Context: an optimization exercise on an open-source flow, tuned for small area. The choices shown serve that exercise and are no tape-out recipe.
In this exercise RTL edits were held to simulation tests only and were not proved equivalent to the original.
Power and IR drop assume default switching activity.

$ cat flow/run.sh
#!/bin/bash
# synth_recipe.tcl (not shown) runs the flow's synth.tcl, then flattens the netlist and writes it again
# the make line also repeats each setting of config.mk as NAME=value (left out here)
make -C /OpenROAD-flow-scripts/flow DESIGN_CONFIG=/design/flow/config.mk WORK_HOME=/design/flow/orfs CLKGATE_MAP_FILE= SYNTH_SCRIPT=/design/flow/synth_recipe.tcl finish
$ cat flow/config.mk
export PLATFORM = sky130hd
export DESIGN_NAME = ir_gun
export DESIGN_NICKNAME = ir_gun
export VERILOG_FILES = /design/flow/design.v
export SDC_FILE = /design/flow/constraint.sdc
export NUM_CORES = 4
export LEC_CHECK = 0
export CAP_MARGIN = 20
export CORE_MARGIN = 2
export CORE_UTILIZATION = 40
export SLEW_MARGIN = 20
$ cat flow/constraint.sdc
create_clock -name core_clock -period 10.0 [get_ports {PCLK}]
set_input_delay 2.0000 -clock core_clock [delete_from_list [all_inputs] [get_ports {PCLK}]]
set_output_delay 2.0000 -clock core_clock [all_outputs]
set_load 0.01 [all_outputs]
$ cat flow/design.v
module ir_gun(PCLK,ir_send,
                    PENABLE,
					PSEL,
					PRESETN,
					PWRITE,
					PREADY,
					PSLVERR,
					PADDR,
					PWDATA,
					PRDATA);
input PENABLE, PSEL, PRESETN, PWRITE;
input  [31:0] PWDATA;
input  [7:0] PADDR;
output reg [31:0] PRDATA;
output PREADY, PSLVERR;
wire BUS_WRITE_EN, BUS_READ_EN;
assign BUS_WRITE_EN = (PENABLE && PWRITE && PSEL);
assign BUS_READ_EN = (!PWRITE && PSEL);  
assign PREADY = 1'b1;
assign PSLVERR = 1'b0;
input PCLK;
output reg ir_send;
reg [10:0] DATA_TO_SEND;
reg [10:0] count1;    
reg [20:0] count2;    
reg [3:0] count3;     
always @(posedge PCLK) begin
  if (!PRESETN) begin
    DATA_TO_SEND <= 0;
    count1 <= 0;
    count2 <= 0;
    count3 <= 0;
    ir_send <= 0;
    PRDATA <= 0;
  end
  else begin
    if (BUS_READ_EN)
        PRDATA <= {count2[20:0], DATA_TO_SEND[10:0]};
    if (BUS_WRITE_EN) begin
        DATA_TO_SEND[10:0] <= PWDATA[10:0];
        count3 <= 0;
    end
    if (count3 == 10)
        DATA_TO_SEND[10:0] <= 0;
    else if (count3 > 10)
        count3 <= 0;
    if (count1 > 596*3)
        count1 <= 0;
    else
        count1 <= count1 + 1;
    if (count2 > 30*70*596) begin
        count2 <= 0;
        if (count3 < 10)
            count3 <= count3 + 1;
    end
    else
        count2 <= count2 + 1;
    if (count2 < 30*6*596) begin 
        if (count1 < 596)
            ir_send <= 1;
        else
            ir_send <= 0;
    end
    else if (count2 < 30*8*596) begin
        ir_send <= 0;
    end
    else if (count2 < 30*13*596) begin
        if (DATA_TO_SEND[10] == 0) begin
            if (count2 < 30*10*596) begin 
                if (count1 < 596)
                    ir_send <= 1;
                else
                    ir_send <= 0;
            end
            else begin
                 ir_send <= 0;
            end
        end
        else begin
            if (count2 < 30*11*596) begin 
                if (count1 < 596)
                    ir_send <= 1;
                else
                    ir_send <= 0;
            end
            else begin
                 ir_send <= 0;
            end
        end
    end
    else if (count2 < 30*18*596) begin
        if (DATA_TO_SEND[9] == 0) begin
            if (count2 < 30*15*596) begin 
                if (count1 < 596)
                    ir_send <= 1;
                else
                    ir_send <= 0;
            end
            else begin
                 ir_send <= 0;
            end
        end
        else begin
            if (count2 < 30*16*596) begin 
                if (count1 < 596)
                    ir_send <= 1;
                else
                    ir_send <= 0;
            end
            else begin
                 ir_send <= 0;
            end
        end
    end
    else if (count2 < 30*23*596) begin
        if (DATA_TO_SEND[8] == 0) begin
            if (count2 < 30*20*596) begin 
                if (count1 < 596)
                    ir_send <= 1;
                else
                    ir_send <= 0;
            end
            else begin
                 ir_send <= 0;
            end
        end
        else begin
            if (count2 < 30*21*596) begin 
                if (count1 < 596)
                    ir_send <= 1;
                else
                    ir_send <= 0;
            end
            else begin
                 ir_send <= 0;
            end
        end
    end
    else if (count2 < 30*28*596) begin
        if (DATA_TO_SEND[7] == 0) begin
            if (count2 < 30*25*596) begin 
                if (count1 < 596)
                    ir_send <= 1;
                else
                    ir_send <= 0;
            end
            else begin
                 ir_send <= 0;
            end
        end
        else begin
            if (count2 < 30*26*596) begin 
                if (count1 < 596)
                    ir_send <= 1;
                else
                    ir_send <= 0;
            end
            else begin
                 ir_send <= 0;
            end
        end
    end
    else if (count2 < 30*33*596) begin
        if (DATA_TO_SEND[6] == 0) begin
            if (count2 < 30*30*596) begin 
                if (count1 < 596)
                    ir_send <= 1;
                else
                    ir_send <= 0;
            end
            else begin
                 ir_send <= 0;
            end
        end
        else begin
            if (count2 < 30*31*596) begin 
                if (count1 < 596)
                    ir_send <= 1;
                else
                    ir_send <= 0;
            end
            else begin
                 ir_send <= 0;
            end
        end
    end
    else if (count2 < 30*38*596) begin
        if (DATA_TO_SEND[5] == 0) begin
            if (count2 < 30*35*596) begin 
                if (count1 < 596)
                    ir_send <= 1;
                else
                    ir_send <= 0;
            end
            else begin
                 ir_send <= 0;
            end
        end
        else begin
            if (count2 < 30*36*596) begin 
                if (count1 < 596)
                    ir_send <= 1;
                else
                    ir_send <= 0;
            end
            else begin
                 ir_send <= 0;
            end
        end
    end
    else if (count2 < 30*43*596) begin
        if (DATA_TO_SEND[4] == 0) begin
            if (count2 < 30*40*596) begin 
                if (count1 < 596)
                    ir_send <= 1;
                else
                    ir_send <= 0;
            end
            else begin
                 ir_send <= 0;
            end
        end
        else begin
            if (count2 < 30*41*596) begin 
                if (count1 < 596)
                    ir_send <= 1;
                else
                    ir_send <= 0;
            end
            else begin
                 ir_send <= 0;
            end
        end
    end
    else if (count2 < 30*48*596) begin
        if (DATA_TO_SEND[3] == 0) begin
            if (count2 < 30*45*596) begin 
                if (count1 < 596)
                    ir_send <= 1;
                else
                    ir_send <= 0;
            end
            else begin
                 ir_send <= 0;
            end
        end
        else begin
            if (count2 < 30*46*596) begin 
                if (count1 < 596)
                    ir_send <= 1;
                else
                    ir_send <= 0;
            end
            else begin
                 ir_send <= 0;
            end
        end
    end
    else if (count2 < 30*53*596) begin
        if (DATA_TO_SEND[2] == 0) begin
            if (count2 < 30*50*596) begin 
                if (count1 < 596)
                    ir_send <= 1;
                else
                    ir_send <= 0;
            end
            else begin
                 ir_send <= 0;
            end
        end
        else begin
            if (count2 < 30*51*596) begin 
                if (count1 < 596)
                    ir_send <= 1;
                else
                    ir_send <= 0;
            end
            else begin
                 ir_send <= 0;
            end
        end
    end
    else if (count2 < 30*58*596) begin
        if (DATA_TO_SEND[1] == 0) begin
            if (count2 < 30*55*596) begin 
                if (count1 < 596)
                    ir_send <= 1;
                else
                    ir_send <= 0;
            end
            else begin
                 ir_send <= 0;
            end
        end
        else begin
            if (count2 < 30*56*596) begin 
                if (count1 < 596)
                    ir_send <= 1;
                else
                    ir_send <= 0;
            end
            else begin
                 ir_send <= 0;
            end
        end
    end
    else if (count2 < 30*63*596) begin
        if (DATA_TO_SEND[0] == 0) begin
            if (count2 < 30*60*596) begin 
                if (count1 < 596)
                    ir_send <= 1;
                else
                    ir_send <= 0;
            end
            else begin
                 ir_send <= 0;
            end
        end
        else begin
            if (count2 < 30*61*596) begin 
                if (count1 < 596)
                    ir_send <= 1;
                else
                    ir_send <= 0;
            end
            else begin
                 ir_send <= 0;
            end
        end
    end
    else begin
        ir_send <= 0;
    end 
end
  end
endmodule
==> results.py, run 1 <==
metrics = {
    "run_status": {
        "status": "finished clean",
    },
    "worst_setup_path": {
        "worst_ep_arrival_time_ps": 3590,
        "startpoint_type": "input port",
        "worst_reg2reg_endpoint": "count2[8]$_SDFF_PP0_",
        "crit_fanout": 42,
        "worst-path-buf-inv": 2,
        "reg2reg_from": "count2[5]$_SDFF_PP0_",
        "worst_r2r_path_depth": 6,
        "worst_path_cell_chain": "clkdlybuf4s50_1 -> buf_4 -> nand2_1 -> nor2_1",
        "critPathCaptureType": "flop",
        "path_type_of_the_worst_setup_path": "in -> reg",
        "worst_path_dominant_cell_family": "buffers and inverters",
        "crit_required_ps": 10270,
        "timing.critical_path.slowest_stage_cell": "sky130_fd_sc_hd__nand2_1",
        "worst_path_largest_cell_delay_ps": 520,
        "reg2reg_slack_ps": 7080,
    },
    "cts": {
        "holdBufCountCts": 0,
        "tritoncts": "built",
        "post_cts_setup_repair_bufs": 0,
        "path_clk_slew_ps": 60,
        "ctsRootBufferMaster": "sky130_fd_sc_hd__clkbuf_16",
        "cts_inserted_buffers": 9,
        "insertion_delay_ps": 350,
        "cts_htree_levels": 3,
        "clock_tree_sinks": 80,
        "max-clock-path-buffers": 2,
        "cts_resized": 0,
    },
    "sta": {
        "final-hold-violation-count": 0,
        "post-route-min-period_ps": 3310,
        "finalSetupTns_ps": 0,
        "largest_clock_skew_in_the_final_design_ps": 10.3,
        "post-route-period-util": 0.331,
        "whs_ps": 464,
        "clock.fmax_mhz": 302,
        "grt_setup_unrepaired": "false",
        "maxSlewHeadroom": 0.303,
        "timing_max_transition_violations_final": 0,
        "setup_viols_final": 0,
        "max_slew.worst_pin.slew_ps": 1040,
    },
    "logic_synthesis": {
        "synth-async-reset-ratio": 0,
        "share_of_the_synthesized_area_in_the_top_cell_type": 0.334,
        "synth.yosys.seq_area_share": 0.334,
        "synth_area_per_cell_sq_um": 7.36,
        "post_synth_main_area_contributors": "sky130_fd_sc_hd__dfxtp_1, sky130_fd_sc_hd__nand2_1, sky130_fd_sc_hd__a21boi_0",
        "synth.net_count": 702,
        "synth_enable_flop_cells": 0,
        "netlist_instances": 651,
        "synth_cell_type_count": 67,
        "syn-cell-area_sq_um": 4790,
        "ys.flop_type": "sky130_fd_sc_hd__dfxtp_1",
        "total_of_warnings_raised_by_yosys": 1,
        "postSynthRegisterBits": 80,
        "yosys.area.top_type": "sky130_fd_sc_hd__dfxtp_1",
    },
    "die": {
        "floorplan.io_pins": 80,
        "die_area_sq_um": 12900,
        "die_x_um": 113,
        "core.rowCount": 39,
        "floorplan.initialDensity": 0.414,
        "dieHeight_um": 113,
        "coreArea_sq_um": 11600,
    },
    "grt": {
        "grt_start_max_net_pins": 43,
        "groute.usage.overall": 0.232,
        "grt_remaining_overflow": 0,
        "initial_antenna_violation_count": 0,
        "vias_in_the_first_global_route": 4516,
        "wire_length_of_the_first_global_routing_pass_um": 23800,
    },
    "route": {
        "routed_wirelength_um": 14300,
        "wire_per_inst_um": 17.7,
        "detailedRoute.firstIterationViolations": 493,
        "vias": 4802,
        "detail_route.vias_per_cell": 5.95,
        "detailed_routing_iteration_count_for_the_pre_antenna_repair_pass": 5,
        "final_antenna_net_count": 0,
        "drt_drc_violations_left": 0,
    },
    "layout": {
        "finish.net_count": 710,
        "postLayoutCellArea_sq_um": 5580,
        "n_antenna_cell": 0,
        "layout-drive-gt1-share": 0.0527,
        "area_delta_synth_final_pct": 16.4,
        "filler_cell_count": 1184,
    },
    "placement": {
        "gp_congestion": 0.946,
        "total_of_buffers_placed_on_input_and_output_ports": 48,
        "post_placement_cell_area_sq_um": 5260,
        "detailedPlacementHpwl_um": 9910,
    },
    "hold_path": {
        "worst_hold_path.endpoint": "PRDATA[13]$_SDFFE_PN0P_",
        "min-delay-start": "PRDATA[13]$_SDFFE_PN0P_",
        "number_of_cells_on_the_worst_hold_path": 2,
        "hold_path.class": "reg -> reg",
    },
    "power": {
        "powerDensity_nw_per_um2": 128,
        "power_leakage_uw": 0.00184,
        "ir_drop_uv": 102,
    },
    "job": {
        "cap_viol_max_count": 0,
    },
}
-- cells by family after synthesis --
kind of cell / count (synthesis) / share of synthesized area
muxes: 2 / 0.00418
other: 2 / 0.00157
and+or+nand+nor: 298 / 0.290
buffers and inverters: 70 / 0.0624
AOI/OAI and AO/OA: 167 / 0.244
xor gates and xnor gates: 26 / 0.0475
DFF: 80 / 0.334
adders and majority gates: 6 / 0.0157
-- how the worst max path moves through the flow --
stage | startpoint | endpoint | slack (ps) | cells after the start
global route | PRESETN | count2[16]$_SDFF_PP0_ | 6480 | 4
floorplan | PSEL | PRDATA[21]$_SDFFE_PN0P_ | 7190 | 5
CTS | PRESETN | count2[17]$_SDFF_PP0_ | 6670 | 4
finish | PRESETN | count2[8]$_SDFF_PP0_ | 6690 | 4
detailed placement | PRESETN | count2[8]$_SDFF_PP0_ | 6310 | 4
global placement | PWRITE | PRDATA[14]$_SDFFE_PN0P_ | 6180 | 4
-- cells in the mapped netlist (all sizes together) (2+ instances only) --
cell type,n
nand2,126
dfxtp,80
nor2,64
a21oi,40
clkbuf,36
a21boi,32
nand3,27
buf,23
o21ai,21
nor3,20
xnor2,15
inv,11
xor2,11
nand4,9
and3,8
o211ai,8
a211oi,7
a311oi,7
a31oi,6
ha,6
o311ai,6
a2111oi,5
nor4,5
nor4b,5
or2,5
a21o,4
a41oi,4
nand2b,4
nand4b,4
nor2b,4
o31ai,4
o41ai,4
and2,3
nand3b,3
o21a,3
o311a,3
or4,3
a31o,2
and4b,2
conb,2
mux2i,2
nor3b,2
o2111ai,2
o21bai,2
-- stage by stage --
stage | instances | util | power (uW) | setup slack, ps
after floorplan | 651 | - | 352 | 7190
after global placement | 791 | 0.454 | 365 | 6180
after detailed placement | 791 | 0.455 | 366 | 6310
after CTS | 807 | 0.482 | 725 | 6670
after global routing | 807 | 0.482 | 741 | 6480
final | 807 | 0.482 | 715 | 6690
-- registers in the layout, summed over array words and instances, names as in the netlist --
| register | count |
|---|---|
| PRDATA | 32 |
| count2 | 21 |
| DATA_TO_SEND | 11 |
| count1 | 11 |
| count3 | 4 |
| ir_send | 1 |
-- report_power, final --
| part | switching [uW] | total (uW) | internal (uW) |
|---|---|---|---|
| clock network | 137 | 357 | 220 |
| registers | 4.97 | 328 | 323 |
| logic | 16.5 | 30.5 | 14.0 |
-- layout by cell type, fill, tap and decap left out, drive strengths merged, types with 8 or more instances in the layout --
cell type,Yosys,layout
clkdlybuf4s50,0,48
nand3,27,27
a21oi,40,40
xnor2,15,15
nand2,126,126
xor2,11,11
inv,11,12
nor2,64,64
nor3,20,20
a21boi,32,32
clkbuf,36,10
buf,23,8
nand4,9,9
and3,8,8
o211ai,8,8
o21ai,21,21
dfxtp,80,80
-- layout make-up --
class	instances	area (sq um)	share of cell area
Multi-Input combinational cell	501	2890	0.519
Clock buffer	10	229	0.0411
Inverter	11	41.3	0.00740
Sequential cell	80	1600	0.287
Timing Repair Buffer	56	541	0.0969
Clock inverter	6	91.3	0.0164
Tap cell	143	179	0.0321
-- metal layers --
| metal | share of wire | vias to the layer above | wire length, um | GRT usage |
|---|---|---|---|---|
| met5 | 0 | - | 0 | 0 |
| met4 | 0.038 | 0 | 537 | 0.0992 |
| met3 | 0.074 | 44 | 1060 | 0.0744 |
| met2 | 0.43 | 195 | 6180 | 0.337 |
| met1 | 0.46 | 2245 | 6550 | 0.316 |
| li1 | - | 2318 | - | - |
-- worst reg2reg max path, delay by kind of cell (launching register included) --
family          cells  cell delay [ps]
compound gates      4             1370
simple gates        2              830
flops               1              650
==> run 2: changes to the inputs <==
==> flow/design.v (replaced) <==
module ir_gun(PCLK,ir_send,
                    PENABLE,
					PSEL,
					PRESETN,
					PWRITE,
					PREADY,
					PSLVERR,
					PADDR,
					PWDATA,
					PRDATA);
input PENABLE, PSEL, PRESETN, PWRITE;
input  [31:0] PWDATA;
input  [7:0] PADDR;
output reg [31:0] PRDATA;
output PREADY, PSLVERR;
input PCLK;
output reg ir_send;
wire wr = PENABLE & PWRITE & PSEL;
wire rd = PSEL & ~PWRITE;
assign PREADY = 1'b1;
assign PSLVERR = 1'b0;
reg [10:0] DATA_TO_SEND;
reg [20:0] count2;    
reg [9:0]  count1h;   
reg [3:0]  count3;    
reg [11:0] ru;        
reg [2:0]  uj;        
reg [3:0]  ui;        
wire c2wrap = (count2 == 21'd1251601);
wire carrier = (count1h < 10'd298);
wire c7 = (count2[2:0] == 3'd7);
wire utick = c7 & (ru == 12'd2234);
reg bitv;
always @* begin
  case (ui)
    4'd2: bitv = DATA_TO_SEND[10];
    4'd3: bitv = DATA_TO_SEND[9];
    4'd4: bitv = DATA_TO_SEND[8];
    4'd5: bitv = DATA_TO_SEND[7];
    4'd6: bitv = DATA_TO_SEND[6];
    4'd7: bitv = DATA_TO_SEND[5];
    4'd8: bitv = DATA_TO_SEND[4];
    4'd9: bitv = DATA_TO_SEND[3];
    4'd10: bitv = DATA_TO_SEND[2];
    4'd11: bitv = DATA_TO_SEND[1];
    4'd12: bitv = DATA_TO_SEND[0];
    default: bitv = 1'b0;
  endcase
end
reg env;
always @* begin
  if (ui == 4'd0) env = 1'b1;
  else if (ui == 4'd1) env = (uj < 3'd3);
  else env = (uj < 3'd2) ? (ui < 4'd13) : (uj == 3'd2) & bitv;
end
always @(posedge PCLK) begin
  if (!PRESETN || c2wrap) begin
    count2 <= 0;
    ru <= 0;
    ui <= 0;
    uj <= 3'd2;
  end else begin
    count2 <= count2 + 1'b1;
    if (c7)
      ru <= (ru == 12'd2234) ? 12'd0 : ru + 1'b1;
    if (utick) begin
      if (uj == 3'd4) begin
        uj <= 0;
        ui <= ui + 1'b1;
      end else
        uj <= uj + 1'b1;
    end
  end
  if (!PRESETN) begin
    DATA_TO_SEND <= 0;
    count1h <= 0;
    count3 <= 0;
    ir_send <= 0;
    PRDATA <= 0;
  end else begin
    if (rd)
      PRDATA <= {count2, DATA_TO_SEND};
    if (count3 == 4'd10)
      DATA_TO_SEND <= 0;
    else if (wr)
      DATA_TO_SEND <= PWDATA[10:0];
    if (c2wrap && count3 != 4'd10)
      count3 <= count3 + 1'b1;
    else if (wr)
      count3 <= 0;
    if (count2[0])
      count1h <= (count1h == 10'd894) ? 10'd0 : count1h + 1'b1;
    ir_send <= env & carrier;
  end
end
endmodule
--- a/flow/config.mk
+++ b/flow/config.mk
@@ -5,7 +5,10 @@
 export SDC_FILE = /design/flow/constraint.sdc
 export NUM_CORES = 4
 export LEC_CHECK = 0
+export ABC_AREA = 1
 export CAP_MARGIN = 20
 export CORE_MARGIN = 2
-export CORE_UTILIZATION = 40
+export CORE_UTILIZATION = 70
+export CTS_BUF_LIST = sky130_fd_sc_hd__clkbuf_4 sky130_fd_sc_hd__clkbuf_8
+export PLACE_DENSITY = 0.8
 export SLEW_MARGIN = 20
==> results.py, run 2 <==
metrics = {
    "logic_synthesis": {
        "synth.yosys.seq_area_share": 0.446,
        "synth-async-reset-ratio": 0,
        "synth_most_common_cell": "sky130_fd_sc_hd__dfxtp_1",
        "netlist_instances": 562,
        "synth_enable_flop_cells": 0,
        "synth.net_count": 624,
        "synth_area_per_cell_sq_um": 7.82,
        "syn-cell-area_sq_um": 4400,
        "total_of_warnings_raised_by_yosys": 1,
        "share_of_the_synthesized_area_in_the_top_cell_type": 0.446,
        "post_synth_main_area_contributors": "sky130_fd_sc_hd__dfxtp_1, sky130_fd_sc_hd__a21oi_1, sky130_fd_sc_hd__nand2_1",
        "postSynthRegisterBits": 98,
        "yosys.area.top_type": "sky130_fd_sc_hd__dfxtp_1",
        "post_synth_most_frequent_cells": "sky130_fd_sc_hd__dfxtp_1, sky130_fd_sc_hd__nand2_1, sky130_fd_sc_hd__inv_1, sky130_fd_sc_hd__nor2_1, sky130_fd_sc_hd__a21oi_1",
        "ys.flop_type": "sky130_fd_sc_hd__dfxtp_1",
        "synth_cell_type_count": 37,
    },
    "grt": {
        "groute.usage.overall": 0.292,
        "grt_remaining_overflow": 0,
        "grt_start_max_net_pins": 64,
        "initial_antenna_violation_count": 0,
        "wire_length_of_the_first_global_routing_pass_um": 16800,
        "vias_in_the_first_global_route": 3811,
    },
    "worst_setup_path": {
        "crit_path_frequent_cell": "sky130_fd_sc_hd__nand2_2",
        "crit_fanout": 38,
        "critPathCaptureType": "flop",
        "worst_path_cell_chain": "clkdlybuf4s50_1 -> buf_4 -> nand2_2 -> inv_2 -> nand2_2 -> nor3_1",
        "worst_path_dominant_cell_family": "buffers and inverters",
        "reg2reg_slack_ps": 7660,
        "worst_path_largest_cell_delay_ps": 450,
        "timing.critical_path.slowest_stage_cell": "sky130_fd_sc_hd__clkdlybuf4s50_1",
        "path_type_of_the_worst_setup_path": "in -> reg",
        "worst-path-buf-inv": 3,
        "worst_ep_arrival_time_ps": 3780,
        "startpoint_type": "input port",
        "worst_r2r_path_depth": 8,
        "worst_reg2reg_endpoint": "ru[4]$_SDFFE_PP0N_",
        "crit_required_ps": 10280,
        "reg2reg_from": "count2[0]$_SDFF_PP0_",
    },
    "route": {
        "final_antenna_net_count": 0,
        "wire_per_inst_um": 14.6,
        "drt_drc_violations_left": 0,
        "detailedRoute.firstIterationViolations": 214,
        "routed_wirelength_um": 9960,
        "detail_route.vias_per_cell": 5.73,
        "vias": 3922,
        "detailed_routing_iteration_count_for_the_pre_antenna_repair_pass": 5,
    },
    "die": {
        "floorplan.initialDensity": 0.734,
        "floorplan.io_pins": 80,
        "coreArea_sq_um": 5990,
        "dieHeight_um": 83.3,
        "core.rowCount": 28,
        "die_x_um": 83.3,
        "die_area_sq_um": 6930,
    },
    "sta": {
        "maxSlewHeadroom": 0.345,
        "max_slew.worst_pin.slew_ps": 979,
        "grt_setup_unrepaired": "false",
        "setup_viols_final": 0,
        "post-route-period-util": 0.349,
        "final-hold-violation-count": 0,
        "largest_clock_skew_in_the_final_design_ps": 11.6,
        "post-route-min-period_ps": 3490,
        "clock.fmax_mhz": 286,
        "finalSetupTns_ps": 0,
        "timing_max_transition_violations_final": 0,
    },
    "cts": {
        "tritoncts": "built",
        "post_cts_setup_repair_bufs": 0,
        "holdBufCountCts": 0,
        "ctsRootBufferMaster": "sky130_fd_sc_hd__clkbuf_8",
        "max-clock-path-buffers": 2,
        "cts_resized": 0,
        "path_clk_slew_ps": 90,
        "clock_tree_sinks": 98,
        "insertion_delay_ps": 360,
        "cts_htree_levels": 3,
        "cts_inserted_buffers": 9,
    },
    "job": {
        "cap_viol_max_count": 0,
    },
    "power": {
        "powerDensity_nw_per_um2": 146,
        "ir_drop_uv": 112,
        "power_leakage_uw": 0.00191,
    },
    "hold_path": {
        "number_of_cells_on_the_worst_hold_path": 2,
        "worst_hold_path.endpoint": "PRDATA[7]$_SDFFE_PN0P_",
        "min-delay-start": "DATA_TO_SEND[7]$_SDFFE_PP0P_",
        "hold_path.class": "reg -> reg",
    },
    "run_status": {
        "status": "finished clean",
    },
    "layout": {
        "largest_register_ff_count": 32,
        "regMostFlops": "PRDATA",
        "finish.net_count": 666,
        "n_antenna_cell": 0,
        "post_layout_nonfiller_instances": 684,
        "most-common-layout-cells": "sky130_fd_sc_hd__dfxtp_1, sky130_fd_sc_hd__nand2_1, sky130_fd_sc_hd__inv_1, sky130_fd_sc_hd__nor2_1, sky130_fd_sc_hd__a21oi_1",
        "mostFrequentLayoutCell": "sky130_fd_sc_hd__dfxtp_1",
        "regs_by_ff_count": "PRDATA (32), count2 (21), ru (12)",
        "layout-drive-gt1-share": 0.0722,
        "area_delta_synth_final_pct": 17.1,
    },
    "placement": {
        "gp_congestion": 0.923,
        "placed_cells_incl_taps": 667,
        "detailedPlacementHpwl_um": 6820,
        "total_of_buffers_placed_on_input_and_output_ports": 48,
    },
}
-- run 2: cell types whose count changed in the layout (fill, tap and decap cells not counted), moves of 11 or more --
cell,delta
sky130_fd_sc_hd__ha_1,+11
sky130_fd_sc_hd__a21boi_0,-32
sky130_fd_sc_hd__inv_1,+56
sky130_fd_sc_hd__xnor2_1,-13
sky130_fd_sc_hd__nand2_1,-58
sky130_fd_sc_hd__nand4_1,+11
sky130_fd_sc_hd__a21oi_1,+18
sky130_fd_sc_hd__o21ai_0,+21
sky130_fd_sc_hd__dfxtp_1,+18
-- run 2: cell type report --
class / instances / area [sq um]
Multi-Input combinational cell: 375 / 2090
Inverter: 70 / 263
Tap cell: 75 / 93.8
Clock buffer: 11 / 145
Clock inverter: 5 / 77.6
Sequential cell: 98 / 1960
Timing Repair Buffer: 50 / 515
Fill cell: 330 / 841
-- run 2: worst max path at each step --
stage / slack (ps) / endpoint / start / depth (start not counted)
after floorplan: 7180 / PRDATA[0]$_SDFFE_PN0P_ / PSEL / 4
after global routing: 6360 / ru[4]$_SDFFE_PP0N_ / PRESETN / 6
after detailed placement: 6140 / PRDATA[15]$_SDFFE_PN0P_ / PSEL / 6
after global placement: 6210 / ru[2]$_SDFFE_PP0N_ / PRESETN / 6
after CTS: 6510 / PRDATA[15]$_SDFFE_PN0P_ / PSEL / 6
final: 6510 / ru[4]$_SDFFE_PP0N_ / PRESETN / 6
-- run 2: cell families after synthesis --
kind of cell / Yosys count / share of synthesized area
buffers and inverters: 89 / 0.0794
xor gates and xnor gates: 18 / 0.0359
DFF: 98 / 0.446
AOI/OAI and AO/OA: 117 / 0.145
other: 2 / 0.00171
and+or+nand+nor: 221 / 0.243
adders and majority gates: 17 / 0.0484
-- run 2: metal layers --
| metal | global-route usage | part of all wire |
|---|---|---|
| met2 | 0.508 | 0.50 |
| met4 | 0.127 | 0.025 |
| met5 | 0 | 0 |
| met3 | 0.0746 | 0.057 |
| met1 | 0.339 | 0.42 |
-- run 2: power by group --
| group | internal [uW] | total (uW) | switching [uW] |
|---|---|---|---|
| Sequential | 402 | 410 | 8.03 |
| Combinational | 27.2 | 57.0 | 29.8 |
| Clock | 150 | 283 | 133 |
-- run 2: through the flow --
step                hold slack, ps   util  setup WS [ps]  area (sq um)  power [uW]
floorplan                      445      -           7180          4400         445
global placement               463  0.818           6210          4900         471
detailed placement             474  0.818           6140          4900         473
CTS                            478  0.855           6510          5120         749
global route                   501  0.860           6360          5150         773
finish                         482  0.860           6510          5150         750
-- run 2: tightest hold or removal path, delay by kind of cell (launching register included) --
kind / cells / cell delay, ps
AO/OA/AOI/OAI: 1 / 60
buffers and inverters: 1 / 70
flip-flops: 1 / 320
==> run 3: changes to the inputs <==
==> flow/flow/run.sh (new file) <==
#!/bin/bash
# Own layout flow: the standard synthesis, then an area-oriented re-mapping of the
# combinational logic (registers untouched), then the standard layout steps with
# small port buffers and small clock buffers.
set -euo pipefail
W=$(pwd)
R=$W/orfs/results/$FLOW_PLATFORM/ir_gun/base
LIB=$FLOW_HOME/platforms/$FLOW_PLATFORM/lib/sky130_fd_sc_hd__tt_025C_1v80.lib
YOSYS=$FLOW_HOME/../tools/install/yosys/bin/yosys
[[ -x $YOSYS ]] || YOSYS=yosys

# 1. standard synthesis (unchanged)
bash standard.sh synth > $W/flow_synth.log 2>&1
cp $R/1_2_yosys.v $W/std_synth.v

# 2. re-map the combinational logic for area; flip-flop instances are kept as they are
sed -e "s|@LIB@|$LIB|g" -e "s|@IN@|$W/std_synth.v|g" -e "s|@OUT@|$W/reopt.v|g" \
    -e "s|@SCR@|$W/flow/abc_area.scr|g" flow/reopt.ys > $W/reopt.ys
(cd $W && $YOSYS -s $W/reopt.ys > $W/reopt_yosys.log 2>&1)
cp $W/reopt.v $R/1_2_yosys.v
rm -f $R/1_synth.odb $R/1_synth.sdc

# 3. standard layout steps
bash standard.sh \
  "BUFFER_PORTS_ARGS=-buffer_cell sky130_fd_sc_hd__buf_1" \
  "CTS_ARGS=-sink_clustering_enable -repair_clock_nets -dont_use_dummy_load -sink_clustering_size 30 -sink_clustering_max_diameter 100 -buf_list {sky130_fd_sc_hd__clkbuf_4 sky130_fd_sc_hd__clkbuf_8}" \
  finish > $W/flow_layout.log 2>&1
==> flow/flow/abc_area.scr (new file) <==
strash
&get -n
&deepsyn -T 60
&put
dch -f
amap
topo
==> flow/flow/reopt.ys (new file) <==
read_liberty -ignore_miss_func @LIB@
read_verilog @IN@
hierarchy -top ir_gun
setattr -mod -set keep_hierarchy 1 sky130_fd_sc_hd__df* sky130_fd_sc_hd__edf* sky130_fd_sc_hd__sdf* sky130_fd_sc_hd__sedf*
flatten
opt_clean
tee -o reopt_stat_in.txt stat -liberty @LIB@
abc -liberty @LIB@ -dont_use sky130_fd_sc_hd__lpflow_bleeder_1 -dont_use sky130_fd_sc_hd__lpflow_clkbufkapwr_1 -dont_use sky130_fd_sc_hd__lpflow_clkbufkapwr_16 -dont_use sky130_fd_sc_hd__lpflow_clkbufkapwr_2 -dont_use sky130_fd_sc_hd__lpflow_clkbufkapwr_4 -dont_use sky130_fd_sc_hd__lpflow_clkbufkapwr_8 -dont_use sky130_fd_sc_hd__lpflow_clkinvkapwr_1 -dont_use sky130_fd_sc_hd__lpflow_clkinvkapwr_16 -dont_use sky130_fd_sc_hd__lpflow_clkinvkapwr_2 -dont_use sky130_fd_sc_hd__lpflow_clkinvkapwr_4 -dont_use sky130_fd_sc_hd__lpflow_clkinvkapwr_8 -dont_use sky130_fd_sc_hd__lpflow_decapkapwr_12 -dont_use sky130_fd_sc_hd__lpflow_decapkapwr_3 -dont_use sky130_fd_sc_hd__lpflow_decapkapwr_4 -dont_use sky130_fd_sc_hd__lpflow_decapkapwr_6 -dont_use sky130_fd_sc_hd__lpflow_decapkapwr_8 -dont_use sky130_fd_sc_hd__lpflow_inputiso0n_1 -dont_use sky130_fd_sc_hd__lpflow_inputiso0p_1 -dont_use sky130_fd_sc_hd__lpflow_inputiso1n_1 -dont_use sky130_fd_sc_hd__lpflow_inputiso1p_1 -dont_use sky130_fd_sc_hd__lpflow_inputisolatch_1 -dont_use sky130_fd_sc_hd__lpflow_isobufsrc_1 -dont_use sky130_fd_sc_hd__lpflow_isobufsrc_16 -dont_use sky130_fd_sc_hd__lpflow_isobufsrc_2 -dont_use sky130_fd_sc_hd__lpflow_isobufsrc_4 -dont_use sky130_fd_sc_hd__lpflow_isobufsrc_8 -dont_use sky130_fd_sc_hd__lpflow_isobufsrckapwr_16 -dont_use sky130_fd_sc_hd__lpflow_lsbuf_lh_hl_isowell_tap_1 -dont_use sky130_fd_sc_hd__lpflow_lsbuf_lh_hl_isowell_tap_2 -dont_use sky130_fd_sc_hd__lpflow_lsbuf_lh_hl_isowell_tap_4 -dont_use sky130_fd_sc_hd__lpflow_lsbuf_lh_isowell_4 -dont_use sky130_fd_sc_hd__lpflow_lsbuf_lh_isowell_tap_1 -dont_use sky130_fd_sc_hd__lpflow_lsbuf_lh_isowell_tap_2 -dont_use sky130_fd_sc_hd__lpflow_lsbuf_lh_isowell_tap_4 -dont_use sky130_fd_sc_hd__probe_p_8 -dont_use sky130_fd_sc_hd__probec_p_8  -script @SCR@
opt_clean -purge
hilomap -singleton -hicell sky130_fd_sc_hd__conb_1 HI -locell sky130_fd_sc_hd__conb_1 LO
tee -o reopt_stat_out.txt stat -liberty @LIB@
blackbox sky130_fd_sc_hd__df* sky130_fd_sc_hd__edf* sky130_fd_sc_hd__sdf* sky130_fd_sc_hd__sedf*
write_verilog -noattr -nohex -nodec @OUT@
==> flow/standard.sh (new file) <==
#!/bin/bash
# synth_recipe.tcl (not shown) runs the flow's synth.tcl, then flattens the netlist and writes it again
# the make line also repeats each setting of config.mk as NAME=value (left out here)
make -C /OpenROAD-flow-scripts/flow DESIGN_CONFIG=/design/flow/config.mk WORK_HOME=/design/flow/orfs CLKGATE_MAP_FILE= SYNTH_SCRIPT=/design/flow/synth_recipe.tcl "${@:-finish}"
==> flow/config.mk (replaced) <==
export PLATFORM = sky130hd
export DESIGN_NAME = ir_gun
export DESIGN_NICKNAME = ir_gun
export VERILOG_FILES = /design/flow/design.v
export SDC_FILE = /design/flow/constraint.sdc
export NUM_CORES = 4
export LEC_CHECK = 0
export CAP_MARGIN = 20
export CORE_MARGIN = 2
export CORE_UTILIZATION = 70
export CTS_BUF_LIST = sky130_fd_sc_hd__clkbuf_2 sky130_fd_sc_hd__clkbuf_4 sky130_fd_sc_hd__clkbuf_8
export PLACE_DENSITY = 0.8
export SLEW_MARGIN = 20
removed: flow/run.sh
==> results.py, run 3 <==
metrics = {
    "logic_synthesis": {
        "synth.net_count": 470,
        "netlist_instances": 425,
        "total_of_warnings_raised_by_yosys": 1,
        "synth_area_per_cell_sq_um": 8.38,
        "syn-cell-area_sq_um": 3560,
    },
    "cts": {
        "holdBufCountCts": 0,
        "ctsRootBufferMaster": "sky130_fd_sc_hd__clkbuf_8",
        "clock_tree_sinks": 98,
        "insertion_delay_ps": 360,
        "cts_htree_levels": 3,
        "max-clock-path-buffers": 2,
        "post_cts_setup_repair_bufs": 0,
        "cts_resized": 0,
        "cts_inserted_buffers": 9,
        "tritoncts": "built",
        "path_clk_slew_ps": 100,
    },
    "worst_setup_path": {
        "crit_fanout": 6,
        "timing.critical_path.slowest_stage_cell": "sky130_fd_sc_hd__dfxtp_1",
        "startpoint_type": "flop",
        "worst_ep_arrival_time_ps": 4420,
        "crit_path_frequent_cell": "sky130_fd_sc_hd__nor2_1",
        "reg2reg_slack_ps": 5840,
        "worst_r2r_path_depth": 22,
        "worst_reg2reg_endpoint": "count2[20]$_SDFF_PP0_",
        "worst_path_cell_chain": "clkinv_1 -> nor2_1 -> nand2_1 -> nor2_1 -> nand2_1 -> nor2_1 -> nand2_1 -> nor2_1 -> nand2_1 -> nor2_1 -> nand2_1 -> nor2_1 -> nand2_1 -> nor2_1 -> nand2_1 -> nor2_1 -> clkinv_1 -> nor3_1 -> nand2_1 -> nor2_1 -> nor2_1 -> a211oi_1",
        "reg2reg_from": "count2[0]$_SDFF_PP0_",
        "worst_path_largest_cell_delay_ps": 400,
        "path_type_of_the_worst_setup_path": "reg -> reg",
        "crit_required_ps": 10250,
        "critPathCaptureType": "flop",
    },
    "layout": {
        "regs_by_ff_count": "PRDATA (32), count2 (21), ru (12)",
        "filler_cell_count": 342,
        "finish.net_count": 530,
        "regMostFlops": "PRDATA",
        "area_delta_synth_final_pct": 11.2,
        "n_antenna_cell": 0,
        "largest_register_ff_count": 32,
        "most-common-layout-cells": "sky130_fd_sc_hd__dfxtp_1, sky130_fd_sc_hd__clkinv_1, sky130_fd_sc_hd__nor2_1, sky130_fd_sc_hd__buf_1, sky130_fd_sc_hd__o22ai_1",
        "layout-drive-gt1-share": 0.0248,
        "post_layout_nonfiller_instances": 550,
    },
    "power": {
        "powerDensity_nw_per_um2": 156,
        "power_leakage_uw": 0.00121,
        "ir_drop_uv": 92.9,
        "post_route_total_power_uw": 618,
    },
    "grt": {
        "grt_util_met3": 0.0569,
        "busiest_layer_in_global_routing": "met2",
        "grt_remaining_overflow": 0,
        "grt_start_max_net_pins": 33,
        "initial_antenna_violation_count": 0,
        "groute.usage.overall": 0.270,
        "vias_in_the_first_global_route": 2767,
        "wire_length_of_the_first_global_routing_pass_um": 11800,
        "global_route.usage.met2": 0.442,
        "global_route.usage.met1": 0.345,
    },
    "sta": {
        "post-route-min-period_ps": 4170,
        "clock.fmax_mhz": 240,
        "max_slew.worst_pin.slew_ps": 764,
        "setup_viols_final": 0,
        "finalWorstSetupSlack_ps": 5840,
        "maxSlewHeadroom": 0.490,
        "finalSetupTns_ps": 0,
        "grt_setup_unrepaired": "false",
        "final-hold-violation-count": 0,
        "timing_max_transition_violations_final": 0,
        "post-route-period-util": 0.417,
        "whs_ps": 459,
        "largest_clock_skew_in_the_final_design_ps": 25.3,
    },
    "route": {
        "wire_per_inst_um": 13.1,
        "detailed_routing_iteration_count_for_the_pre_antenna_repair_pass": 4,
        "drt_drc_violations_left": 0,
        "vias": 3057,
        "final_antenna_net_count": 0,
        "routed_wirelength_um": 7190,
        "detail_route.vias_per_cell": 5.56,
        "detailedRoute.firstIterationViolations": 153,
    },
    "hold_path": {
        "worst_hold_path.endpoint": "PRDATA[5]$_SDFFE_PN0P_",
        "hold_path.class": "reg -> reg",
        "min-delay-start": "PRDATA[5]$_SDFFE_PN0P_",
        "number_of_cells_on_the_worst_hold_path": 2,
    },
    "job": {
        "cap_viol_max_count": 0,
    },
    "die": {
        "coreArea_sq_um": 4820,
        "die_x_um": 75.3,
        "core.rowCount": 25,
        "floorplan.initialDensity": 0.739,
        "floorplan.io_pins": 80,
        "dieHeight_um": 75.3,
        "die_area_sq_um": 5670,
    },
    "placement": {
        "placed_cells_incl_taps": 541,
        "gp_congestion": 0.802,
        "dp_slack_ps": 5890,
        "detailedPlacementHpwl_um": 5150,
        "total_of_buffers_placed_on_input_and_output_ports": 48,
    },
    "run_status": {
        "status": "finished clean",
    },
}
[run 3: changes by cell type in the layout (fill, tap and decap cells not counted), moves of 16 or more]
cell	delta
sky130_fd_sc_hd__nand2_1	-43
sky130_fd_sc_hd__o21ai_0	-16
sky130_fd_sc_hd__inv_1	-67
sky130_fd_sc_hd__o22ai_1	+44
sky130_fd_sc_hd__nand3_1	-19
sky130_fd_sc_hd__clkinv_1	+98
sky130_fd_sc_hd__clkdlybuf4s50_1	-48
sky130_fd_sc_hd__a21oi_1	-44
sky130_fd_sc_hd__ha_1	-17
sky130_fd_sc_hd__buf_1	+48
sky130_fd_sc_hd__xor2_1	-16
[run 3: how the worst max path moves through the flow]
stage / startpoint / slack (ps) / to / cells after the start
floorplan: PSEL / 5910 / PRDATA[22]$_SDFFE_PN0P_ / 3
global placement: PRESETN / 6050 / ru[2]$_SDFFE_PP0N_ / 5
detailed placement: count2[0]$_SDFF_PP0_ / 5890 / count2[20]$_SDFF_PP0_ / 22
CTS: count2[0]$_SDFF_PP0_ / 5870 / count2[20]$_SDFF_PP0_ / 22
global route: count2[0]$_SDFF_PP0_ / 5100 / count2[20]$_SDFF_PP0_ / 22
finish: count2[0]$_SDFF_PP0_ / 5840 / count2[20]$_SDFF_PP0_ / 22
[run 3: stage by stage]
stage / instance area [sq um] / util
6_report: 3960 / 0.822
5_1_grt: 3960 / 0.822
4_1_cts: 3960 / 0.822
3_5_place_dp: 3830 / 0.796
3_3_place_gp: 3830 / 0.796
2_1_floorplan: 3560 / -
[run 3: where the power goes]
part | switching [uW] | internal [uW]
registers | 2.40 | 394
clock network | 115 | 80.9
logic | 17.5 | 7.39
[run 3: final cells by class]
class	count	area (sq um)	share of cell area
inverters	98	368	0.0929
multi-input cells	229	1230	0.312
flip-flops and latches	98	1960	0.495
repair buffers	49	188	0.0474
well taps	67	83.8	0.0212
clock buffers	9	124	0.0313
[run 3: metal layers]
| metal | share of wire | wire (um) |
|---|---|---|
| met1 | 0.47 | 3350 |
| met3 | 0.051 | 364 |
| met5 | 0 | 0 |
| met4 | 0.014 | 104 |
| met2 | 0.47 | 3370 |
[run 3: critical path, delay by kind of cell (launching register included)]
kind / cells / cell delay [ps]
buffers and inverters: 2 / 300
AO/OA/AOI/OAI: 1 / 210
AND/OR/NAND/NOR: 19 / 3120
flip-flops: 1 / 400
==> run 4: changes to the inputs <==
--- a/flow/flow/run.sh
+++ b/flow/flow/run.sh
@@ -23,5 +23,4 @@
 # 3. standard layout steps
 bash standard.sh \
   "BUFFER_PORTS_ARGS=-buffer_cell sky130_fd_sc_hd__buf_1" \
-  "CTS_ARGS=-sink_clustering_enable -repair_clock_nets -dont_use_dummy_load -sink_clustering_size 30 -sink_clustering_max_diameter 100 -buf_list {sky130_fd_sc_hd__clkbuf_4 sky130_fd_sc_hd__clkbuf_8}" \
   finish > $W/flow_layout.log 2>&1
==> results.py, run 4 <==
metrics = {
    "logic_synthesis": {
        "syn-cell-area_sq_um": 3560,
        "synth_area_per_cell_sq_um": 8.38,
        "total_of_warnings_raised_by_yosys": 1,
        "synth.net_count": 470,
        "netlist_instances": 425,
    },
    "sta": {
        "timing_max_transition_violations_final": 0,
        "finalWorstSetupSlack_ps": 5730,
        "post-route-period-util": 0.427,
        "max_slew.worst_pin.slew_ps": 752,
        "final-hold-violation-count": 0,
        "maxSlewHeadroom": 0.497,
        "post-route-min-period_ps": 4270,
        "setup_viols_final": 0,
        "grt_setup_unrepaired": "false",
        "clock.fmax_mhz": 234,
        "largest_clock_skew_in_the_final_design_ps": 11.9,
        "finalSetupTns_ps": 0,
    },
    "route": {
        "detail_route.vias_per_cell": 5.54,
        "final_antenna_net_count": 0,
        "routed_wirelength_um": 7480,
        "vias": 3086,
        "wire_per_inst_um": 13.4,
        "detailed_routing_iteration_count_for_the_pre_antenna_repair_pass": 4,
        "drt_drc_violations_left": 0,
        "detailedRoute.firstIterationViolations": 150,
    },
    "worst_setup_path": {
        "crit_required_ps": 10260,
        "startpoint_type": "flop",
        "worst_ep_arrival_time_ps": 4530,
        "critPathCaptureType": "flop",
        "path_type_of_the_worst_setup_path": "reg -> reg",
        "crit_fanout": 6,
    },
    "layout": {
        "most-common-layout-cells": "sky130_fd_sc_hd__dfxtp_1, sky130_fd_sc_hd__clkinv_1, sky130_fd_sc_hd__nor2_1, sky130_fd_sc_hd__buf_1, sky130_fd_sc_hd__o22ai_1",
        "post_layout_nonfiller_instances": 557,
        "layout-drive-gt1-share": 0.0388,
        "layout.core_utilization": 0.842,
        "area_delta_synth_final_pct": 14.0,
        "largest_register_ff_count": 32,
        "regMostFlops": "PRDATA",
        "regs_by_ff_count": "PRDATA (32), count2 (21), ru (12)",
        "n_antenna_cell": 0,
        "finish.net_count": 530,
    },
    "grt": {
        "vias_in_the_first_global_route": 2866,
        "grt_start_max_net_pins": 33,
        "initial_antenna_violation_count": 0,
        "grt_remaining_overflow": 0,
        "groute.usage.overall": 0.280,
        "wire_length_of_the_first_global_routing_pass_um": 12200,
    },
    "run_status": {
        "status": "finished clean",
    },
    "hold_path": {
        "hold_path.class": "reg -> reg",
    },
    "cts": {
        "clock_tree_sinks": 98,
        "cts_resized": 0,
        "max-clock-path-buffers": 2,
        "ctsRootBufferMaster": "sky130_fd_sc_hd__clkbuf_8",
        "insertion_delay_ps": 360,
        "post_cts_setup_repair_bufs": 0,
        "cts_htree_levels": 3,
        "cts_inserted_buffers": 9,
        "path_clk_slew_ps": 90,
        "tritoncts": "built",
        "holdBufCountCts": 0,
    },
    "die": {
        "core.rowCount": 25,
        "floorplan.io_pins": 80,
        "floorplan.initialDensity": 0.739,
        "coreArea_sq_um": 4820,
        "die_x_um": 75.3,
        "die_area_sq_um": 5670,
        "dieHeight_um": 75.3,
    },
    "job": {
        "cap_viol_max_count": 0,
    },
    "power": {
        "power_leakage_uw": 0.00126,
        "powerDensity_nw_per_um2": 173,
        "ir_drop_uv": 149,
    },
    "placement": {
        "detailedPlacementHpwl_um": 5150,
        "gp_congestion": 0.802,
        "placed_cells_incl_taps": 541,
        "dp_slack_ps": 5890,
        "total_of_buffers_placed_on_input_and_output_ports": 48,
    },
}
==> run 4: area by class of cell <==
cell class                 count  area, sq um
sequential                    98         1960
multi-input combinational    229         1230
fill                         310          759
inverter                      98          368
timing repair buffer          49          188
clock buffer                  10          131
clock inverter                 6         90.1
tap                           67         83.8
==> run 4: worst max-delay path, stage by stage (launching register included) <==
cell and delay [ps]:
sky130_fd_sc_hd__dfxtp_1 400, sky130_fd_sc_hd__clkinv_1 180, sky130_fd_sc_hd__nor2_1 220, sky130_fd_sc_hd__nand2_1 190, sky130_fd_sc_hd__nor2_1 210, sky130_fd_sc_hd__nand2_1 120
sky130_fd_sc_hd__nor2_1 220, sky130_fd_sc_hd__nand2_1 110, sky130_fd_sc_hd__nor2_1 200, sky130_fd_sc_hd__nand2_1 100, sky130_fd_sc_hd__nor2_1 210, sky130_fd_sc_hd__nand2_1 110
sky130_fd_sc_hd__nor2_1 240, sky130_fd_sc_hd__nand2_1 110, sky130_fd_sc_hd__nor2_1 210, sky130_fd_sc_hd__nand2_1 110, sky130_fd_sc_hd__nor2_1 160, sky130_fd_sc_hd__clkinv_1 130
sky130_fd_sc_hd__nor3_1 360, sky130_fd_sc_hd__nand2_1 140, sky130_fd_sc_hd__nor2_1 190, sky130_fd_sc_hd__nor2_1 60, sky130_fd_sc_hd__a211oi_1 200
==> run 4: metal layers <==
layer | global-route usage | wire, um | up-vias
met4 | 0.144 | 163 | 0
met5 | 0 | 0 | -
met2 | 0.457 | 3500 | 90
met1 | 0.351 | 3450 | 1404
met3 | 0.0582 | 370 | 18
li1 | - | - | 1574
==> run 4: worst paths after layout <==
path	from	to	slack, ps	cells after the start
worst max-delay path	count2[0]$_SDFF_PP0_	count2[20]$_SDFF_PP0_	5730	22
worst min-delay path	PRDATA[14]$_SDFFE_PN0P_	PRDATA[14]$_SDFFE_PN0P_	460	2
worst max register to register	count2[0]$_SDFF_PP0_	count2[20]$_SDFF_PP0_	5730	22
worst min register to register	PRDATA[14]$_SDFFE_PN0P_	PRDATA[14]$_SDFFE_PN0P_	460	2
==> run 4: through the flow <==
step	hold WS (ps)	area (sq um)	total power [uW]
final	462	4060	701
after global routing	478	4060	719
after CTS	462	4060	700
after detailed placement	449	3830	430
after global placement	435	3830	429
after floorplan	418	3560	420
==> run 4: where the power goes <==
part,switching [uW],internal [uW]
clock network,135,145
registers,2.51,394
logic,17.7,7.39
==> run 5: changes to the inputs <==
==> flow/flow/run.sh (replaced) <==
#!/bin/bash
# Own layout flow: the standard synthesis, then an area-oriented re-mapping of the
# combinational logic (flip-flops kept as they are: same instances, names and cells), then
# the standard layout steps with the smallest port buffers and no CTS dummy loads.
set -euo pipefail
W=$(pwd)
R=$W/orfs/results/$FLOW_PLATFORM/ir_gun/base
LIB=$FLOW_HOME/platforms/$FLOW_PLATFORM/lib/sky130_fd_sc_hd__tt_025C_1v80.lib
YOSYS=$FLOW_HOME/../tools/install/yosys/bin/yosys
[[ -x $YOSYS ]] || YOSYS=yosys

# 1. standard synthesis (unchanged)
bash standard.sh synth > $W/flow_synth.log 2>&1
cp $R/1_2_yosys.v $W/std_synth.v

# 2. re-map the combinational logic for area with a few ABC scripts in parallel; keep the smallest
best=""; bestarea=""
for k in 1 2 3 4; do
  mkdir -p $W/reopt$k
  sed -e "s|@LIB@|$LIB|g" -e "s|@IN@|$W/std_synth.v|g" -e "s|@OUT@|$W/reopt$k/reopt.v|g" \
      -e "s|@SCR@|$W/flow/abc$k.scr|g" flow/reopt.ys > $W/reopt$k/reopt.ys
  (cd $W/reopt$k && $YOSYS -s $W/reopt$k/reopt.ys > $W/reopt$k/yosys.log 2>&1 || true) &
done
wait
for k in 1 2 3 4; do
  f=$W/reopt$k/reopt_stat_out.txt
  [[ -s $W/reopt$k/reopt.v && -f $f ]] || continue
  a=$(grep -i "chip area for top module" $f | awk '{print $NF}')
  echo "abc$k area $a" >> $W/reopt_choice.log
  if [[ -z $bestarea ]] || awk "BEGIN{exit !($a < $bestarea)}"; then best=$k; bestarea=$a; fi
done
echo "chosen abc$best area $bestarea" >> $W/reopt_choice.log
cp $W/reopt$best/reopt.v $R/1_2_yosys.v
rm -f $R/1_synth.odb $R/1_synth.sdc

# 3. standard layout steps
bash standard.sh \
  "BUFFER_PORTS_ARGS=-buffer_cell sky130_fd_sc_hd__buf_1" \
  "CTS_ARGS=-sink_clustering_enable -repair_clock_nets -dont_use_dummy_load -buf_list {sky130_fd_sc_hd__clkbuf_4 sky130_fd_sc_hd__clkbuf_8}" \
  finish > $W/flow_layout.log 2>&1
==> flow/flow/abc1.scr (new file) <==
strash
&get -n
&deepsyn -T 60
&put
&get -n
&dch -f
&nf -R 1000 -a
&put
topo
==> flow/flow/abc2.scr (new file) <==
strash
&get -n
&deepsyn -T 60 -S 5
&put
&get -n
&dch -f
&nf -R 1000 -a
&put
topo
==> flow/flow/abc3.scr (new file) <==
strash
&get -n
&deepsyn -T 60 -S 7
&put
&get -n
&dch -f
&nf -R 1000 -a
&put
topo
==> flow/flow/abc4.scr (new file) <==
strash
&get -n
&deepsyn -T 60
&put
dch -f
amap
topo
removed: flow/flow/abc_area.scr
==> results.py, run 5 <==
metrics = {
    "run_status": {
        "status": "finished clean",
    },
    "placement": {
        "detailedPlacementHpwl_um": 4820,
        "gp_congestion": 0.858,
        "total_of_buffers_placed_on_input_and_output_ports": 48,
        "placed_cells_incl_taps": 464,
    },
    "worst_setup_path": {
        "critPathCaptureType": "flop",
        "worst_ep_arrival_time_ps": 4070,
        "path_type_of_the_worst_setup_path": "reg -> reg",
        "crit_required_ps": 10230,
        "worst_path_largest_cell_delay_ps": 600,
        "crit_path_frequent_cell": "sky130_fd_sc_hd__and3_1",
        "timing.critical_path.slowest_stage_cell": "sky130_fd_sc_hd__dfxtp_1",
        "startpoint_type": "flop",
        "worst_path_cell_chain": "and3_1 -> and3_1 -> and2_0 -> and3_1 -> and2_0 -> and3_1 -> and2_0 -> and3_1 -> and2_0 -> and4_1 -> and2_0 -> and3_1 -> nor3_1",
        "reg2reg_slack_ps": 6160,
        "crit_fanout": 11,
    },
    "die": {
        "die_area_sq_um": 5510,
        "floorplan.initialDensity": 0.727,
        "core.rowCount": 25,
        "floorplan.io_pins": 80,
        "dieHeight_um": 74.3,
        "die_x_um": 74.3,
        "coreArea_sq_um": 4750,
    },
    "layout": {
        "layout-drive-gt1-share": 0.0320,
        "regs_by_ff_count": "PRDATA (32), count2 (21), ru (12)",
        "filler_cell_count": 309,
        "area_delta_synth_final_pct": 11.8,
        "post_layout_nonfiller_instances": 473,
        "n_antenna_cell": 0,
        "multi_input_area_sq_um": 1480,
        "finish.net_count": 453,
        "largest_register_ff_count": 32,
        "regMostFlops": "PRDATA",
        "layout.core_utilization": 0.812,
        "most-common-layout-cells": "sky130_fd_sc_hd__dfxtp_1, sky130_fd_sc_hd__buf_1, sky130_fd_sc_hd__a22o_1, sky130_fd_sc_hd__nor2_1, sky130_fd_sc_hd__a21oi_1",
        "register_area_sq_um": 1960,
        "mostFrequentLayoutCell": "sky130_fd_sc_hd__dfxtp_1",
    },
    "grt": {
        "initial_antenna_violation_count": 0,
        "grt_remaining_overflow": 0,
        "vias_in_the_first_global_route": 2574,
        "wire_length_of_the_first_global_routing_pass_um": 11600,
        "grt_start_max_net_pins": 33,
        "groute.usage.overall": 0.276,
    },
    "cts": {
        "insertion_delay_ps": 360,
        "ctsRootBufferMaster": "sky130_fd_sc_hd__clkbuf_8",
        "cts_resized": 0,
        "clock_tree_sinks": 98,
        "max-clock-path-buffers": 2,
        "cts_htree_levels": 3,
        "post_cts_setup_repair_bufs": 0,
        "holdBufCountCts": 0,
        "tritoncts": "built",
        "cts_inserted_buffers": 9,
        "path_clk_slew_ps": 90,
    },
    "sta": {
        "maxSlewHeadroom": 0.455,
        "clock.fmax_mhz": 260,
        "max_slew.worst_pin.slew_ps": 809,
        "finalSetupTns_ps": 0,
        "grt_setup_unrepaired": "false",
        "timing_max_transition_violations_final": 0,
        "post-route-period-util": 0.384,
        "final-hold-violation-count": 0,
        "post-route-min-period_ps": 3840,
        "largest_clock_skew_in_the_final_design_ps": 20.2,
        "setup_viols_final": 0,
    },
    "route": {
        "drt_drc_violations_left": 0,
        "final_antenna_net_count": 0,
        "vias": 2838,
        "wire_per_inst_um": 15.0,
        "routed_wirelength_um": 7090,
        "detail_route.vias_per_cell": 6.00,
        "detailed_routing_iteration_count_for_the_pre_antenna_repair_pass": 5,
        "detailedRoute.firstIterationViolations": 154,
    },
    "logic_synthesis": {
        "synth.net_count": 392,
        "syn-cell-area_sq_um": 3450,
        "netlist_instances": 347,
        "synth_area_per_cell_sq_um": 9.96,
        "total_of_warnings_raised_by_yosys": 1,
    },
    "hold_path": {
        "hold_path.class": "reg -> reg",
    },
    "job": {
        "cap_viol_max_count": 0,
    },
    "power": {
        "ir_drop_uv": 129,
        "power_leakage_uw": 0.00145,
        "powerDensity_nw_per_um2": 159,
    },
}
run 5: layout make-up:
cell class | instances | area share
Sequential cell | 98 | 0.508
Multi-Input combinational cell | 244 | 0.383
Timing Repair Buffer | 50 | 0.0505
Clock buffer | 9 | 0.0321
Tap cell | 67 | 0.0217
Inverter | 5 | 0.00486
run 5: layer usage:
metal | vias up | global-route usage | routed length (um)
met2 | 89 | 0.438 | 3380
met3 | 12 | 0.0949 | 441
li1 | 1412 | - | -
met4 | 0 | 0.0913 | 94
met1 | 1325 | 0.358 | 3180
met5 | - | 0 | 0
run 5: critical path: cells and delay by family (launching register included):
kind	cells	cell delay (ps)
simple gates	13	3100
flops	1	600
run 5: through the flow:
step	instance area [sq um]	power [uW]	setup WS [ps]	hold WS, ps
2_1_floorplan	3450	419	6400	428
3_3_place_gp	3740	428	6310	453
3_5_place_dp	3740	429	6200	455
4_1_cts	3860	619	6190	478
5_1_grt	3860	636	5770	491
6_report	3860	615	6160	474
run 5: power by group:
group / internal [uW] / switching [uW]
Combinational: 7.36 / 14.5
Clock: 80.8 / 114
Sequential: 394 / 4.37
Total: 482 / 133
run 5: final timing paths:
| kind | startpoint | endpoint | cells past startpoint |
|---|---|---|---|
| worst max-delay path | count2[0]$_SDFF_PP0_ | count2[20]$_SDFF_PP0_ | 13 |
| worst min-delay path | PRDATA[1]$_SDFFE_PN0P_ | PRDATA[1]$_SDFFE_PN0P_ | 1 |
| worst max register to register | count2[0]$_SDFF_PP0_ | count2[20]$_SDFF_PP0_ | 13 |
| worst min register to register | PRDATA[1]$_SDFFE_PN0P_ | PRDATA[1]$_SDFFE_PN0P_ | 1 |
==> run 6: changes to the inputs <==
--- a/flow/design.v
+++ b/flow/design.v
@@ -26,10 +26,13 @@
 reg [11:0] ru;        
 reg [2:0]  uj;        
 reg [3:0]  ui;        
-wire c2wrap = (count2 == 21'd1251601);
-wire carrier = (count1h < 10'd298);
-wire c7 = (count2[2:0] == 3'd7);
-wire utick = c7 & (ru == 12'd2234);
+wire c2wrap = &(count2 | ~21'd1251601);        
+wire c1wrap = &(count1h | ~10'd980);           
+wire ruwrap = ru[11] & ru[8];                  
+wire is10   = count3[3] & count3[1];           
+wire carrier = ~count1h[9] & ~(count1h[8] & count1h[7]);    
+wire c7 = &count2[2:0];
+wire utick = c7 & ruwrap;
 reg bitv;
 always @* begin
   case (ui)
@@ -44,27 +47,23 @@
     4'd10: bitv = DATA_TO_SEND[2];
     4'd11: bitv = DATA_TO_SEND[1];
     4'd12: bitv = DATA_TO_SEND[0];
-    default: bitv = 1'b0;
+    default: bitv = 1'b1;
   endcase
 end
-reg env;
-always @* begin
-  if (ui == 4'd0) env = 1'b1;
-  else if (ui == 4'd1) env = (uj < 3'd3);
-  else env = (uj < 3'd2) ? (ui < 4'd13) : (uj == 3'd2) & bitv;
-end
+wire tail = (ui > 4'd12);
+wire env = (ui == 4'd0) | (~tail & ((~uj[2] & ~uj[1]) | (uj[1] & ~uj[0] & bitv)));
 always @(posedge PCLK) begin
   if (!PRESETN || c2wrap) begin
     count2 <= 0;
-    ru <= 0;
+    ru <= 12'd70;
     ui <= 0;
     uj <= 3'd2;
   end else begin
     count2 <= count2 + 1'b1;
     if (c7)
-      ru <= (ru == 12'd2234) ? 12'd0 : ru + 1'b1;
+      ru <= ruwrap ? 12'd70 : ru + 1'b1;
     if (utick) begin
-      if (uj == 3'd4) begin
+      if (uj[2]) begin
         uj <= 0;
         ui <= ui + 1'b1;
       end else
@@ -73,23 +72,23 @@
   end
   if (!PRESETN) begin
     DATA_TO_SEND <= 0;
-    count1h <= 0;
+    count1h <= 10'd86;
     count3 <= 0;
     ir_send <= 0;
     PRDATA <= 0;
   end else begin
     if (rd)
       PRDATA <= {count2, DATA_TO_SEND};
-    if (count3 == 4'd10)
+    if (is10)
       DATA_TO_SEND <= 0;
     else if (wr)
       DATA_TO_SEND <= PWDATA[10:0];
-    if (c2wrap && count3 != 4'd10)
+    if (c2wrap && !is10)
       count3 <= count3 + 1'b1;
     else if (wr)
       count3 <= 0;
     if (count2[0])
-      count1h <= (count1h == 10'd894) ? 10'd0 : count1h + 1'b1;
+      count1h <= c1wrap ? 10'd86 : count1h + 1'b1;
     ir_send <= env & carrier;
   end
 end
==> results.py, run 6 <==
metrics = {
    "route": {
        "detailedRoute.firstIterationViolations": 178,
        "final_antenna_net_count": 0,
        "detailed_routing_iteration_count_for_the_pre_antenna_repair_pass": 4,
        "routed_wirelength_um": 6640,
        "vias": 2641,
        "wire_per_inst_um": 15.1,
        "detail_route.vias_per_cell": 6.02,
        "drt_drc_violations_left": 0,
    },
    "sta": {
        "maxSlewHeadroom": 0.363,
        "post-route-period-util": 0.361,
        "largest_clock_skew_in_the_final_design_ps": 15.8,
        "clock.fmax_mhz": 277,
        "final-hold-violation-count": 0,
        "setup_viols_final": 0,
        "finalSetupTns_ps": 0,
        "max_slew.worst_pin.slew_ps": 949,
        "post-route-min-period_ps": 3610,
        "grt_setup_unrepaired": "false",
        "whs_ps": 470,
        "timing_max_transition_violations_final": 0,
    },
    "cts": {
        "holdBufCountCts": 0,
        "ctsRootBufferMaster": "sky130_fd_sc_hd__clkbuf_8",
        "clock_tree_sinks": 98,
        "path_clk_slew_ps": 80,
        "cts_resized": 0,
        "post_cts_setup_repair_bufs": 0,
        "cts_inserted_buffers": 9,
        "max-clock-path-buffers": 2,
        "insertion_delay_ps": 350,
        "cts_htree_levels": 3,
        "tritoncts": "built",
    },
    "die": {
        "coreArea_sq_um": 4630,
        "floorplan.io_pins": 80,
        "die_area_sq_um": 5290,
        "floorplan.initialDensity": 0.715,
        "dieHeight_um": 72.7,
        "die_x_um": 72.7,
        "core.rowCount": 25,
    },
    "worst_setup_path": {
        "startpoint_type": "flop",
        "worst_ep_arrival_time_ps": 3880,
        "crit_fanout": 12,
        "critPathCaptureType": "flop",
        "path_type_of_the_worst_setup_path": "reg -> reg",
        "crit_required_ps": 10270,
    },
    "grt": {
        "initial_antenna_violation_count": 0,
        "grt_remaining_overflow": 0,
        "vias_in_the_first_global_route": 2402,
        "grt_start_max_net_pins": 33,
        "wire_length_of_the_first_global_routing_pass_um": 10700,
        "groute.usage.overall": 0.259,
    },
    "layout": {
        "regs_by_ff_count": "PRDATA (32), count2 (21), ru (12)",
        "largest_register_ff_count": 32,
        "n_antenna_cell": 0,
        "layout-drive-gt1-share": 0.0312,
        "layout.core_utilization": 0.798,
        "regMostFlops": "PRDATA",
        "most-common-layout-cells": "sky130_fd_sc_hd__dfxtp_1, sky130_fd_sc_hd__buf_1, sky130_fd_sc_hd__a22o_1, sky130_fd_sc_hd__a21oi_1, sky130_fd_sc_hd__o21ai_0",
        "area_delta_synth_final_pct": 11.6,
        "post_layout_nonfiller_instances": 439,
        "mostFrequentLayoutCell": "sky130_fd_sc_hd__dfxtp_1",
        "finish.net_count": 432,
    },
    "logic_synthesis": {
        "netlist_instances": 327,
        "synth.net_count": 372,
        "synth_area_per_cell_sq_um": 10.1,
        "syn-cell-area_sq_um": 3310,
        "total_of_warnings_raised_by_yosys": 1,
    },
    "power": {
        "ir_drop_uv": 130,
        "power_leakage_uw": 0.00141,
        "powerDensity_nw_per_um2": 166,
    },
    "job": {
        "cap_viol_max_count": 0,
    },
    "placement": {
        "gp_congestion": 0.821,
        "placed_cells_incl_taps": 430,
        "total_of_buffers_placed_on_input_and_output_ports": 48,
        "detailedPlacementHpwl_um": 4480,
    },
    "run_status": {
        "status": "finished clean",
    },
    "hold_path": {
        "hold_path.class": "reg -> reg",
    },
}
-- run 6: metal layers --
layer	up-vias	wire length, um	global-route usage
li1	1334	-	-
met1	1250	3090	0.340
met5	-	0	0
met2	43	3200	0.413
met4	0	133	0.126
met3	14	216	0.0456
-- run 6: path summary, 6_finish.rpt --
path,startpoint,to,slack (ps),cells past startpoint
setup / recovery,count2[0]$_SDFF_PP0_,count2[20]$_SDFF_PP0_,6390,13
hold / removal,ru[3]$_SDFFE_PP0P_,ru[3]$_SDFFE_PP0P_,470,1
setup reg to reg,count2[0]$_SDFF_PP0_,count2[20]$_SDFF_PP0_,6390,13
hold reg to reg,ru[3]$_SDFFE_PP0P_,ru[3]$_SDFFE_PP0P_,470,1
-- run 6: layout make-up --
cell class / instances / area [sq um]
clock buffers: 9 / 124
inverters: 6 / 22.5
flip-flops and latches: 98 / 1960
multi-input cells: 223 / 1330
well taps: 54 / 67.6
fillers: 315 / 937
repair buffers: 49 / 188
-- run 6: stage by stage --
step | setup slack (ps) | power, uW | cell area, sq um
2_1_floorplan | 5830 | 420 | 3310
3_3_place_gp | 6340 | 428 | 3570
3_5_place_dp | 6320 | 429 | 3570
4_1_cts | 6430 | 615 | 3690
5_1_grt | 6180 | 634 | 3690
6_report | 6390 | 612 | 3690
-- run 6: power by group --
part	switching (uW)	internal, uW	leakage [uW]
sequential	4.04	394	0.000792
combinational	14.0	7.34	0.000554
clock	112	80.8	0.0000647
total	130	483	0.00141
-- run 6: critical path, stage by stage, from the launching register on --
cell                      delay (ps)
sky130_fd_sc_hd__dfxtp_1         550
sky130_fd_sc_hd__and3_1          420
sky130_fd_sc_hd__and3_1          270
sky130_fd_sc_hd__and3_1          210
sky130_fd_sc_hd__and2_0          260
sky130_fd_sc_hd__and3_1          260
sky130_fd_sc_hd__and3_1          270
sky130_fd_sc_hd__and3_1          220
sky130_fd_sc_hd__and2_0          240
sky130_fd_sc_hd__and3_1          230
sky130_fd_sc_hd__and2_0          240
sky130_fd_sc_hd__and3_1          210
sky130_fd_sc_hd__nor2_1           50
sky130_fd_sc_hd__nor2_1          100

-- what the ideal ports hide --
How much do the figures lean on ideal ports? The routed layouts below were timed once more, with nothing changed but the port constraints. Step 1 assumes that a clkbuf_16 drives the clock port and a buf_2 every other input. Step 2, shift: input delay + t, output delay - t, t = (earliest + latest rising clock arrival at the registers) / 2. This alone moves slack from input paths to output paths. Slacks: ideal ports / drivers / drivers and shift; pairs: ideal ports / drivers.
| run | shift t [ns] | slack for setup (ns) | latest minus earliest clock arrival (ns) |
|---|---|---|---|
| run 1 | 0.387 | 6.686 / 6.702 / 6.315 | 0.010 / 0.010 |
| run 2 | 0.385 | 6.506 / 6.509 / 6.124 | 0.011 / 0.011 |
| run 3 | 0.378 | 5.835 / 5.835 / 5.835 | 0.025 / 0.025 |
| run 4 | 0.381 | 5.732 / 5.732 / 5.732 | 0.013 / 0.012 |
| run 5 | 0.374 | 6.160 / 6.160 / 6.160 | 0.021 / 0.021 |
| run 6 | 0.374 | 6.393 / 6.393 / 6.393 | 0.016 / 0.016 |
After both steps every run listed still meets setup and hold. The setup slack of run 2, which loses most, moves by +0.003 ns with the drivers and by -0.382 ns with both steps.
